From an optimization exercise on the open Yosys and OpenROAD flow, aimed at small area and a short achievable clock period; shortcuts taken in it are not production practice. Where RTL was checked, it was by simulation tests only, not by an equivalence proof against the original. Power is estimated from default activity; no workload was simulated.

==> run Z <==
==> flow/design.v (excerpt) <==
module dsp_27x27u #(
    parameter LATENCY = 2,
    parameter AX_WIDTH = 27,
    parameter AY_WIDTH = 27,
    parameter RESULT_A_WIDTH = 54
) (
    input   clock,
    input   resetn,
    input   ivalid,
    input   iready,
    output  ovalid,
    output  oready,
    input [AX_WIDTH-1:0] ax,
    input [AY_WIDTH-1:0] ay,
    output [RESULT_A_WIDTH-1:0] resulta
);
    reg [26:0] xr;
    reg [28:0] x3r;
    reg [8:0] negr;
    reg [8:0] oner;
    reg [8:0] twor;
    reg [8:0] thrr;
    reg [8:0] fourr;
    reg ytop;
    reg [12:0] lowr;
    reg pr12;
    reg gr12;
    reg pr13;
    reg gr13;
    reg pr14;
    reg gr14;
    reg pr15;
    reg gr15;
    reg pr16;
    reg gr16;
    reg pr17;
    reg gr17;
    reg pr18;
    reg gr18;
    reg pr19;
    reg gr19;
    reg pr20;
    reg gr20;
    reg pr21;
    reg gr21;
    reg pr22;
    reg gr22;
    reg pr23;
    reg gr23;
    reg pr24;
    reg gr24;
    reg pr25;
    reg gr25;
    reg pr26;
    reg gr26;
    reg pr27;
    reg gr27;
    reg pr28;
    reg gr28;
    reg pr29;
    reg gr29;
    reg pr30;
    reg gr30;
    reg pr31;
    reg gr31;
    reg pr32;
    reg gr32;
    reg pr33;
    reg gr33;
    reg pr34;
    reg gr34;
    reg pr35;
    reg gr35;
    reg pr36;
    reg gr36;
    reg pr37;
    reg gr37;
    reg pr38;
    reg gr38;
    reg pr39;
    reg gr39;
    reg pr40;
    reg gr40;
    reg pr41;
    reg gr41;
    reg pr42;
    reg gr42;
    reg pr43;
    reg gr43;
  ...
Settings: LEC_CHECK=0, CAP_MARGIN=20, CORE_MARGIN=2, CORE_UTILIZATION=45, SETUP_SLACK_MARGIN=4.6, SLEW_MARGIN=20, SYNTH_HIERARCHICAL=1, SYNTH_MINIMUM_KEEP_SIZE=0; clock period 8.5 ns.
run.sh (not shown) runs the stock make flow with config.mk's settings and CLKGATE_MAP_FILE= SYNTH_SCRIPT=/design/flow/synth_recipe.tcl, a recipe that flattens the netlist after the stock synthesis.
==> inputs of run F, as changes to run Z <==
- SETUP_SLACK_MARGIN: 4.6 -> 4.2
==> inputs of run P, as changes to run Z <==
- SETUP_SLACK_MARGIN: 4.6 -> 5.0
==> notes.md <==
- Maximum frequency: run Z is higher than run F (6.8%).
- The highest final area belongs to run P, the lowest to run F.
- In clock-buffer cell count, run P and run Z do not differ.
- Global-route usage, lowest first: run F, run Z, run P.
No run of this note included a check of the RTL's function; only the layout flow was run.

---

==> run a: inputs <==
Another version of the RTL of dsp_27x27u (not shown whole).
// dsp_27x27u
module dsp_27x27u #(
    parameter LATENCY = 2,
    parameter AX_WIDTH = 27,
    parameter AY_WIDTH = 27,
    parameter RESULT_A_WIDTH = 54
) (
    input   clock,
    input   resetn,
    input   ivalid,
    input   iready,
    output  ovalid,
    output  oready,
    input [AX_WIDTH-1:0] ax,
    input [AY_WIDTH-1:0] ay,
    output [RESULT_A_WIDTH-1:0] resulta
);
    reg [26:0] xr;
    reg [28:0] x3r;
    reg [8:0] negr;
    reg [8:0] oner;
    reg [8:0] twor;
    reg [8:0] thrr;
    reg [8:0] fourr;
    reg ytop;
    reg [12:0] lowr;
    reg pr12;
    reg gr12;
    reg pr13;
    reg gr13;
    reg pr14;
    reg gr14;
    reg pr15;
    reg gr15;
    reg pr16;
    reg gr16;
    reg pr17;
    reg gr17;
    reg pr18;
    reg gr18;
    reg pr19;
    reg gr19;
    reg pr20;
    reg gr20;
    reg pr21;
    reg gr21;
    reg pr22;
    reg gr22;
    reg pr23;
    reg gr23;
    reg pr24;
    reg gr24;
    reg pr25;
    reg gr25;
    reg pr26;
    reg gr26;
    reg pr27;
    reg gr27;
    reg pr28;
    reg gr28;
    reg pr29;
    reg gr29;
    reg pr30;
    reg gr30;
    reg pr31;
    reg gr31;
    reg pr32;
    reg gr32;
    reg pr33;
    reg gr33;
    reg pr34;
  ...
export LEC_CHECK = 0
export CAP_MARGIN = 20
export CORE_MARGIN = 2
export CORE_UTILIZATION = 45
export SETUP_SLACK_MARGIN = 4.8
export SLEW_MARGIN = 20
export SYNTH_HIERARCHICAL = 1
export SYNTH_MINIMUM_KEEP_SIZE = 0
export TNS_END_PERCENT = 10
create_clock -name core_clock -period 8.5 [get_ports {clock}]
standard.sh (not shown) runs the stock make flow with config.mk's settings and CLKGATE_MAP_FILE= SYNTH_SCRIPT=/design/flow/synth_recipe.tcl, a recipe that flattens the netlist after the stock synthesis.
==> flow/flow/run.sh <==
#!/bin/bash
# Standard layout, with each tool's output kept in a log here.
set -e
bash standard.sh > standard.log 2>&1
==> run b: changes against run a <==
==> flow/run.sh (new file) <==
#!/bin/bash
# synth_recipe.tcl (not shown) runs the flow's synth.tcl, then flattens the netlist and writes it again
# the make line also repeats each setting of config.mk as NAME=value (left out here)
make -C /OpenROAD-flow-scripts/flow DESIGN_CONFIG=/design/flow/config.mk WORK_HOME=/design/flow/orfs CLKGATE_MAP_FILE= SYNTH_SCRIPT=/design/flow/synth_recipe.tcl finish
removed: flow/flow/run.sh
removed: flow/standard.sh
==> comparison <==
Global-route usage is the same in run a and run b. In maximum frequency, run b and run a do not differ. Die area is the same in run b and run a. In final cell count, run a and run b do not differ. Non-clock buffer count is the same in run b and run a. Count of clock-buffer cells in the layout is the same in run b and run a.
==> figures <==
Crit-path max FO: run a 2; run b 2
Result of the run: run a no timing/DRC/antenna violations; run b no timing/DRC/antenna violations
Cell internal pwr: run a 6.69 mW; run b 6.69 mW
Sequential group share of total power: run a 0.155; run b 0.155
Fraction of layout instances using a drive strength above 1: run a 0.243; run b 0.243
Largest vdd supply drop: run a 0.000253 V; run b 0.000253 V
FF+latch count: run a 196; run b 196
Commonest non-fill, non-tap cell in the layout: run a xnor2_1; run b xnor2_1
Number of stages on the worst setup path: run a 7; run b 7
Dominant cell type by area after synthesis: run a dfxtp_1; run b dfxtp_1
Reg-to-reg endpoint: run a pr25; run b pr25
Main flop type after synthesis: run a dfxtp_1; run b dfxtp_1
Footprint of the multi-input gates: run a 17700 um^2; run b 17700 um^2
Clock-cell share of area: run a 0.0241; run b 0.0241

---

==> job 5622: inputs <==
Another version of the RTL of dsp_27x27u (not shown whole).
clock: 8.5 ns
lec_check: 0
cap_margin: 20
core_margin: 2
core_utilization: 40
slew_margin: 20
synth_hierarchical: 1
synth_minimum_keep_size: 0
run.sh (not shown) runs the stock make flow with config.mk's settings and CLKGATE_MAP_FILE= SYNTH_SCRIPT=/design/flow/synth_recipe.tcl, a recipe that flattens the netlist after the stock synthesis.
Stock flow here: none of the scripts above is used.
==> job 4175: changes against job 5622 <==
--- a/flow/config.mk
+++ b/flow/config.mk
@@ -6,7 +6,9 @@
 export NUM_CORES = 4
 export LEC_CHECK = 0
+export ABC_CLOCK_PERIOD_IN_PS = 4000
 export CAP_MARGIN = 20
 export CORE_MARGIN = 2
 export CORE_UTILIZATION = 40
+export SETUP_SLACK_MARGIN = 4
 export SLEW_MARGIN = 20
 export SYNTH_HIERARCHICAL = 1
==> job 7153: changes against job 5622 <==
--- a/flow/config.mk
+++ b/flow/config.mk
@@ -6,7 +6,9 @@
 export NUM_CORES = 4
 export LEC_CHECK = 0
+export ABC_CLOCK_PERIOD_IN_PS = 1200
 export CAP_MARGIN = 20
 export CORE_MARGIN = 2
 export CORE_UTILIZATION = 40
+export SETUP_SLACK_MARGIN = 4
 export SLEW_MARGIN = 20
 export SYNTH_HIERARCHICAL = 1
==> flow_summary.ini <==
[final_layout]
fin_area_mm2 = 0.0241
n_all_buffers = 224

[routing]
wire_per_inst_um = 24.9
drt_iter0_drc = 1879
wl_mm = 69.3

[outcome]
status = no timing/DRC/antenna violations

[setup_path]
crit_cells = 13

[sta]
finalWorstSetupSlack_ps = 3520
fin_skew_ps = 18.7
maxSlewHeadroom_pct = 36.7
# the run above: job 4175

==> flow_summary.ini <==
[sta]
fin_skew_ps = 17.4
maxSlewHeadroom_pct = 25.6
whs_ps = 703

[final_layout]
nClkBuffers = 17
drive_gt1_share_pct = 5.51
fin_area_mm2 = 0.0231
n_all_buffers = 174

[outcome]
status = no timing/DRC/antenna violations

[floorplanning]
dieArea_mm2 = 0.0540
die_h_um = 232

[setup_path]
crit_cells = 12

[pwr]
comb_power_w = 0.00863

[min_path]
hold_end = cs53_1$_DFF_P_

[yosys]
netlist_top_cells_area = fa_1 (30%), dfxtp_1 (17%), xnor2_1 (17%)

[routing]
drt_iter0_drc = 1826
wl_mm = 67.9
wire_per_inst_um = 24.9

[place]
place_ws_ps = 2870

[global_routing]
grt_first_pass_wirelength_mm = 103
# the run above: job 5622

==> flow_summary.ini <==
[outcome]
status = no timing/DRC/antenna violations

[routing]
wire_per_inst_um = 24.9
wl_mm = 69.3
drt_iter0_drc = 1879
top_layer = met4

[final_layout]
buffer_area_share_pct = 7.59
fin_area_mm2 = 0.0241
n_all_buffers = 224

[floorplanning]
start_util_pct = 40.6
dieArea_mm2 = 0.0540

[setup_path]
path_cells = ha_4, a21o_1, nor4_4, buf_6, nor4_2, buf_4, o21a_4, o211ai_1, buf_4, buf_4, a21oi_1, a311oi_2, buf_2
crit_cells = 13

[sta]
maxSlewHeadroom_pct = 36.7
finalWorstSetupSlack_ps = 3520
fin_skew_ps = 18.7
# the run above: job 7153

No run of this note included a check of the RTL's function; only the layout flow was run.

---

==> 04-15: inputs <==
RTL: one of the versions met above, not the one the previous note started from.
Settings: LEC_CHECK=0, CAP_MARGIN=20, CORE_MARGIN=2, CORE_UTILIZATION=45, SETUP_SLACK_MARGIN=4.55, SLEW_MARGIN=20, SYNTH_HIERARCHICAL=1, SYNTH_MINIMUM_KEEP_SIZE=0; clock period 8.5 ns.
==> 04-04 (differences from 04-15) <==
- CORE_UTILIZATION: 45 -> 60
- SETUP_SLACK_MARGIN: 4.55 -> 4.8
- TNS_END_PERCENT: default -> 10
==> 11-13 (differences from 04-15) <==
==> flow/flow/run.sh (new file) <==
#!/bin/bash
# The standard layout (standard.sh), except that the buffers on the ports are
# plain buffers (buf_2) rather than the delay cells the default picks.
# make's output goes to standard.log; each ORFS step keeps its own log under orfs/logs.
set -euo pipefail
bash standard.sh finish "BUFFER_PORTS_ARGS=-buffer_cell sky130_fd_sc_hd__buf_2" > standard.log 2>&1
==> flow/standard.sh (new file) <==
#!/bin/bash
# synth_recipe.tcl (not shown) runs the flow's synth.tcl, then flattens the netlist and writes it again
# the make line also repeats each setting of config.mk as NAME=value (left out here)
make -C /OpenROAD-flow-scripts/flow DESIGN_CONFIG=/design/flow/config.mk WORK_HOME=/design/flow/orfs CLKGATE_MAP_FILE= SYNTH_SCRIPT=/design/flow/synth_recipe.tcl "${@:-finish}"
- SETUP_SLACK_MARGIN: 4.55 -> 4.8
- TNS_END_PERCENT: default -> 10
removed: flow/run.sh
==> notes.md <==
Status: 11-13 no timing/DRC/antenna violations; 04-04 no timing/DRC/antenna violations; 04-15 no timing/DRC/antenna violations
Total length of routed met2 wires: 11-13 31.34 mm; 04-04 30.50 mm; 04-15 31.18 mm
Combinational share of power: 11-13 77.3%; 04-04 77.6%; 04-15 77.5%
Half-perimeter wire length after placement: 11-13 49.01 mm; 04-04 47.07 mm; 04-15 48.81 mm
Sum of routed wire segments on met1: 11-13 31.65 mm; 04-04 28.19 mm; 04-15 31.13 mm
Final core utilization: 11-13 50.40%; 04-04 68.57%; 04-15 52.18%
Worst-case headroom to the max-slew limit: 11-13 29.83%; 04-04 30.90%; 04-15 43.47%
Global-route met1 utilization: 11-13 38.76%; 04-04 47.56%; 04-15 38.34%
Placeable core area: 11-13 0.04895 mm2; 04-04 0.03670 mm2; 04-15 0.04895 mm2
Switching portion of total power: 11-13 43.59%; 04-04 42.95%; 04-15 42.84%
Routing usage on met3: 11-13 9.252%; 04-04 11.64%; 04-15 9.200%
Num tapcells: 11-13 664; 04-04 468; 04-15 664
Detailed Route Iter0 Violations: 11-13 2,086; 04-04 2,313; 04-15 2,022
Proportion of final cell area spent on non-clock buffers: 11-13 4.813%; 04-04 7.389%; 04-15 7.431%
Reg2reg start: 11-13 negr[0]; 04-04 xr[21]; 04-15 xr[20]
Via count of the first global-routing pass: 11-13 17,960; 04-04 18,730; 04-15 18,430
Met2 Use GR: 11-13 42.54%; 04-04 54.72%; 04-15 42.28%
Crit path buf inv count: 11-13 1; 04-04 4; 04-15 3

## port drivers added, routing unchanged
Ports are ideal in the flow. The routed layouts listed here were re-timed in OpenROAD.
Step 1 sets driving cells, clkbuf_16 on the clock port and buf_2 on the other inputs (assumed; they add their load-dependent delay and slew).
Step 2 also shifts input and output timing later by t, the mid clock arrival at the registers, as if the neighbouring blocks saw the same clock.
Slacks: no drivers / after step 1 / after step 2; pairs: no drivers / after step 1.
run | t (ns) | slack for setup (ns) | hold slack, ns
run Z | 0.535 | 4.436 / 4.376 / 4.357 | 0.892 / 0.892 / 0.892
run F | 0.534 | 4.160 / 4.100 / 3.979 | 0.892 / 0.892 / 0.892
run P | 0.525 | 4.463 / 4.409 / 4.541 | 0.793 / 0.793 / 0.793
run a | 0.522 | 4.488 / 4.433 / 4.155 | 0.773 / 0.773 / 0.773
run b | 0.522 | 4.488 / 4.433 / 4.155 | 0.773 / 0.773 / 0.773
job 5622 | 0.528 | 2.230 / 2.172 / 2.700 | 0.703 / 0.703 / 0.703
job 4175 | 0.531 | 3.523 / 3.462 / 3.993 | 0.706 / 0.706 / 0.706
job 7153 | 0.531 | 3.523 / 3.462 / 3.993 | 0.706 / 0.706 / 0.706
04-15 | 0.524 | 4.471 / 4.416 / 4.299 | 0.771 / 0.771 / 0.771
04-04 | 0.514 | 4.450 / 4.390 / 4.131 | 0.923 / 0.923 / 0.923
11-13 | 0.524 | 4.521 / 4.464 / 4.254 | 0.906 / 0.906 / 0.906
After both steps every run listed still meets setup and hold.
